Background: an optimization exercise with open tools, aiming at small area. Do not read the settings as production practice.
RTL that was checked went through simulation tests only; none was proved equivalent to the original.

Setup of the reference run:
Design sqrt_u32, start of the top module:
module sqrt_u32 (
    input  wire        clk,
    input  wire        rst_n,
    input  wire        valid_in,
    input  wire [31:0] data_i,
    output wire        valid_out,
    output wire [15:0] data_o
);
For scale: ~1,200 cells after synthesis, ~85 flip-flops, roughly 52 I/O pins, roughly 0.0073 mm2 of cells after synthesis.
export LEC_CHECK = 0
export ABC_AREA = 1
export CAP_MARGIN = 20
export CORE_MARGIN = 2
export CORE_UTILIZATION = 55
export PLACE_DENSITY = 0.65
export SLEW_MARGIN = 20
create_clock -name core_clock -period 9.0 [get_ports {clk}]
standard.sh (not shown) runs the stock make flow with config.mk's settings and CLKGATE_MAP_FILE= SYNTH_SCRIPT=/design/flow/synth_recipe.tcl, a recipe that flattens the netlist after the stock synthesis.
==> flow/flow/run.sh <==
#!/bin/bash
# Standard layout (standard.sh), except that synthesis skips Yosys's full-adder extraction
# (ADDER_MAP_FILE empty), so ABC maps the carry chains itself.
export BUFFER_PORTS_ARGS="-buffer_cell sky130_fd_sc_hd__buf_1"
set -euo pipefail
export ADDER_MAP_FILE=
bash standard.sh > standard.log 2>&1
The final layout from the reference run, which completed every stage, passed the timing, design-rule and antenna checks at the end of the flow.
--- input diff the reference run..the trial run ---
diff --git a/flow/design.v b/flow/design.v
--- a/flow/design.v
+++ b/flow/design.v
@@ -89,36 +89,36 @@
     assign q7 = q7_q;
     assign x7 = x7_q;
     assign r8 = r8_d;
     assign q8 = q8_d;
     assign x8 = x8_d;
     assign r9 = r9_d;
     assign q9 = q9_d;
     assign x9 = x9_d;
     assign r10 = r10_d;
     assign q10 = q10_d;
     assign x10 = x10_d;
-    assign r11 = r11_d;
-    assign q11 = q11_d;
-    assign x11 = x11_d;
-    reg  [12:0] r12_q;
-    reg  [11:0] q12_q;
-    reg  [7:0] x12_q;
+    reg  [11:0] r11_q;
+    reg  [10:0] q11_q;
+    reg  [9:0] x11_q;
     always @(posedge clk) begin
-        r12_q <= r12_d;
-        q12_q <= q12_d;
-        x12_q <= x12_d;
+        r11_q <= r11_d;
+        q11_q <= q11_d;
+        x11_q <= x11_d;
     end
-    assign r12 = r12_q;
-    assign q12 = q12_q;
-    assign x12 = x12_q;
+    assign r11 = r11_q;
+    assign q11 = q11_q;
+    assign x11 = x11_q;
+    assign r12 = r12_d;
+    assign q12 = q12_d;
+    assign x12 = x12_d;
     assign r13 = r13_d;
     assign q13 = q13_d;
     assign x13 = x13_d;
     assign r14 = r14_d;
     assign q14 = q14_d;
     assign x14 = x14_d;
     assign q15 = q15_d;
     assign x15 = x15_d;
     reg  [15:0] q16_q;
     always @(posedge clk) begin
         q16_q <= q16_d;
==> comparison <==
- The trial run went all the way through synthesis, placement and routing and the layout is clean on timing, DRC and antenna.
- Between the reference run and the trial run, proportion of layout cells with a drive suffix above 1 decreased.
- Delta (the trial run minus the reference run): number of vias per cell went down, count of routing violations after the opening detailed-route iteration decreased 9.
- Comparing the two runs side by side, the trial run comes out ahead of the reference run on final instance area.
- On first-pass GRT wire length: between the trial run and the reference run, it ends up higher for the reference run.
No functional check of the RTL was part of the reference run.


sqrt_u32, a different RTL version from the one above (not shown whole).
Size: about 68 flip-flops, about 52 I/O pins, ~5900 sq um of cells after synthesis.
Settings: LEC_CHECK=0, ABC_AREA=1, CAP_MARGIN=20, CORE_MARGIN=2, CORE_UTILIZATION=55, CTS_BUF_LIST=sky130_fd_sc_hd__clkbuf_8, GPL_TIMING_DRIVEN=0, PLACE_DENSITY=0.65, SETUP_SLACK_MARGIN=-0.5, SLEW_MARGIN=20; clock period 9.0 ns.
==> flow/flow/run.sh <==
#!/bin/bash
# Standard layout (standard.sh) with its own logic mapping:
# - synthesis keeps the pipeline-stage modules apart until after ABC (SYNTH_HIERARCHICAL=1)
#   and maps each with its own ABC script (flow/*.abc), so a stage with timing to spare is
#   mapped for area and one without is mapped for speed; the standard flow's synthesis script then
#   flattens the design as usual (no pass-through buffers: SYNTH_INSBUF=0). The registers all
#   sit in the top module, as in the RTL.
# - Yosys's full-adder extraction is skipped (ADDER_MAP_FILE empty), so ABC maps the carry
#   chains itself.
# - input and output ports get the smallest buffer (buf_1).
export BUFFER_PORTS_ARGS="-buffer_cell sky130_fd_sc_hd__buf_1"
# - clock tree without dummy loads.
export CTS_ARGS="-sink_clustering_enable -repair_clock_nets -buf_list sky130_fd_sc_hd__clkbuf_8 -dont_use_dummy_load"
set -euo pipefail
here=$(pwd)
sed 's|^\(\s*\)log_cmd abc {\*}$abc_args|\1source $::env(MY_ABC_TCL)|' \
  "$FLOW_HOME/scripts/synth.tcl" > "$here/synth_abc.tcl"
grep -q 'MY_ABC_TCL' "$here/synth_abc.tcl"
sed "s|\$::env(SCRIPTS_DIR)/synth.tcl|$here/synth_abc.tcl|" synth_recipe.tcl > "$here/synth_recipe_abc.tcl"
grep -q synth_abc.tcl "$here/synth_recipe_abc.tcl"
sed "s|SYNTH_SCRIPT=[^ ]*|SYNTH_SCRIPT=$here/synth_recipe_abc.tcl|" standard.sh > "$here/standard_abc.sh"
export ADDER_MAP_FILE=
export SYNTH_HIERARCHICAL=1
export SYNTH_INSBUF=0
export MY_ABC_TCL="$here/flow/abc_per_module.tcl"
export MY_ABC_MOD=" sqrt_seg0 $here/flow/t6.abc sqrt_seg1 $here/flow/u3.abc sqrt_seg2 $here/flow/s11.abc"
bash "$here/standard_abc.sh" > standard.log 2>&1
==> flow/flow/abc_per_module.tcl <==
# Sourced by synth_abc.tcl in place of ORFS's single abc call: each pipeline-stage module gets
# its own ABC script (MY_ABC_MOD is "module script ..."), then the top module (registers only)
# gets ORFS's script.
foreach {mod scr} $::env(MY_ABC_MOD) {
  log_cmd abc {*}[lreplace $abc_args 1 1 $scr] $mod
}
log_cmd abc {*}$abc_args $::env(DESIGN_NAME)
==> flow/flow/s11.abc <==
strash
dc2
dch -f
map -a
topo
stime -c
buffer -c
upsize -c
dnsize -c
==> flow/flow/t6.abc <==
strash
dc2
dch
map -B 0.9
topo
stime -c
buffer -c
dnsize -c
==> flow/flow/u3.abc <==
strash
dc2
dch -f
map -B 0.9
topo
stime -c
buffer -c
dnsize -c
Rerun with:
--- a/flow/design.v
+++ b/flow/design.v
@@ -59,15 +59,15 @@
     assign d1[1] = t1[1] ^ n1[1] ^ c1[1];
     assign c1[2] = (t1[1] & n1[1]) | (t1[1] & c1[1]) | (n1[1] & c1[1]);
     assign d1[2] = t1[2] ^ n1[2] ^ c1[2];
     assign c1[3] = (t1[2] & n1[2]) | (t1[2] & c1[2]) | (n1[2] & c1[2]);
     assign d1[3] = t1[3] ^ n1[3] ^ c1[3];
     assign c1[4] = (t1[3] & n1[3]) | (t1[3] & c1[3]) | (n1[3] & c1[3]);
     wire ge1 = c1[4];
-    wire [2:0] r2 = t1[2:0] ^ ({3{ge1}} & (n1[2:0] ^ c1[2:0]));
+    wire [2:0] r2 = ge1 ? d1[2:0] : t1[2:0];
     wire [27:0] x2 = x1[27:0];
     wire [1:0] q2 = {q1, ge1};
     wire [4:0] t2 = {r2, x2[27:26]};
     wire [4:0] n2 = {1'b1, ~q2, 2'b10};
     wire [5:0] c2;
     wire [4:0] d2;
     assign c2[0] = 1'b1;
@@ -78,15 +78,15 @@
     assign d2[2] = t2[2] ^ n2[2] ^ c2[2];
     assign c2[3] = (t2[2] & n2[2]) | (t2[2] & c2[2]) | (n2[2] & c2[2]);
     assign d2[3] = t2[3] ^ n2[3] ^ c2[3];
     assign c2[4] = (t2[3] & n2[3]) | (t2[3] & c2[3]) | (n2[3] & c2[3]);
     assign d2[4] = t2[4] ^ n2[4] ^ c2[4];
     assign c2[5] = (t2[4] & n2[4]) | (t2[4] & c2[4]) | (n2[4] & c2[4]);
     wire ge2 = c2[5];
-    wire [3:0] r3 = t2[3:0] ^ ({4{ge2}} & (n2[3:0] ^ c2[3:0]));
+    wire [3:0] r3 = ge2 ? d2[3:0] : t2[3:0];
     wire [25:0] x3 = x2[25:0];
     wire [2:0] q3 = {q2, ge2};
     wire [5:0] t3 = {r3, x3[25:24]};
     wire [5:0] n3 = {1'b1, ~q3, 2'b10};
     wire [6:0] c3;
     wire [5:0] d3;
     assign c3[0] = 1'b1;
@@ -99,15 +99,15 @@
     assign d3[3] = t3[3] ^ n3[3] ^ c3[3];
     assign c3[4] = (t3[3] & n3[3]) | (t3[3] & c3[3]) | (n3[3] & c3[3]);
     assign d3[4] = t3[4] ^ n3[4] ^ c3[4];
     assign c3[5] = (t3[4] & n3[4]) | (t3[4] & c3[4]) | (n3[4] & c3[4]);
     assign d3[5] = t3[5] ^ n3[5] ^ c3[5];
     assign c3[6] = (t3[5] & n3[5]) | (t3[5] & c3[5]) | (n3[5] & c3[5]);
     wire ge3 = c3[6];
-    wire [4:0] r4 = t3[4:0] ^ ({5{ge3}} & (n3[4:0] ^ c3[4:0]));
+    wire [4:0] r4 = ge3 ? d3[4:0] : t3[4:0];
     wire [23:0] x4 = x3[23:0];
     wire [3:0] q4 = {q3, ge3};
     wire [6:0] t4 = {r4, x4[23:22]};
     wire [6:0] n4 = {1'b1, ~q4, 2'b10};
     wire [7:0] c4;
     wire [6:0] d4;
     assign c4[0] = 1'b1;
@@ -122,15 +122,15 @@
     assign d4[4] = t4[4] ^ n4[4] ^ c4[4];
     assign c4[5] = (t4[4] & n4[4]) | (t4[4] & c4[4]) | (n4[4] & c4[4]);
     assign d4[5] = t4[5] ^ n4[5] ^ c4[5];
     assign c4[6] = (t4[5] & n4[5]) | (t4[5] & c4[5]) | (n4[5] & c4[5]);
     assign d4[6] = t4[6] ^ n4[6] ^ c4[6];
     assign c4[7] = (t4[6] & n4[6]) | (t4[6] & c4[6]) | (n4[6] & c4[6]);
     wire ge4 = c4[7];
-    wire [5:0] r5 = t4[5:0] ^ ({6{ge4}} & (n4[5:0] ^ c4[5:0]));
+    wire [5:0] r5 = ge4 ? d4[5:0] : t4[5:0];
     wire [21:0] x5 = x4[21:0];
     wire [4:0] q5 = {q4, ge4};
     wire [7:0] t5 = {r5, x5[21:20]};
     wire [7:0] n5 = {1'b1, ~q5, 2'b10};
     wire [8:0] c5;
     wire [7:0] d5;
     assign c5[0] = 1'b1;
@@ -276,15 +276,15 @@
     assign d9[9] = t9[9] ^ n9[9] ^ c9[9];
     assign c9[10] = (t9[9] & n9[9]) | (t9[9] & c9[9]) | (n9[9] & c9[9]);
     assign d9[10] = t9[10] ^ n9[10] ^ c9[10];
     assign c9[11] = (t9[10] & n9[10]) | (t9[10] & c9[10]) | (n9[10] & c9[10]);
     assign d9[11] = t9[11] ^ n9[11] ^ c9[11];
     assign c9[12] = (t9[11] & n9[11]) | (t9[11] & c9[11]) | (n9[11] & c9[11]);
     wire ge9 = c9[12];
-    wire [10:0] r10 = t9[10:0] ^ ({11{ge9}} & (n9[10:0] ^ c9[10:0]));
+    wire [10:0] r10 = ge9 ? d9[10:0] : t9[10:0];
     wire [11:0] x10 = x9[11:0];
     wire [9:0] q10 = {q9, ge9};
     wire [12:0] t10 = {r10, x10[11:10]};
     wire [12:0] n10 = {1'b1, ~q10, 2'b10};
     wire [13:0] c10;
     wire [12:0] d10;
     assign c10[0] = 1'b1;
- final cell count grows by 2.8%
- flip-flop and latch count is unchanged
- worst setup slack gets better by 0.022 ns
No run of this note included a check of the RTL's function; only the layout flow was run.

[port drivers added, routing unchanged]
Ports are ideal in the flow. The routed layouts listed here were re-timed in OpenROAD.
Step 1 assumes that a clkbuf_16 drives the clock port and a buf_2 every other input.
Step 2 times the ports against the registers' clock, not the clock port: input delays grow and output delays shrink by t, the midpoint of the rising clock arrivals with the driver on.
Three values: ideal ports, drivers, drivers and shift; two values: the first two.
run	shift t [ns]	setup WS [ns]	worst hold slack (ns)	cell pins on the clock port's net
the reference run	0.386	0.964 / 0.990 / 0.604	0.327 / 0.327 / 0.327	1
the trial run	0.386	0.950 / 0.969 / 0.583	0.304 / 0.304 / 0.304	1
the first run of note 2	0.371	0.339 / 0.339 / 0.004	0.309 / 0.309 / 0.309	1
the second run of note 2	0.371	0.361 / 0.372 / 0.001	0.310 / 0.310 / 0.310	1
After both steps setup and hold are still met in every run listed. For the trial run, which loses most, drivers alone change the setup slack by +0.019 ns; drivers and shift together by -0.367 ns.
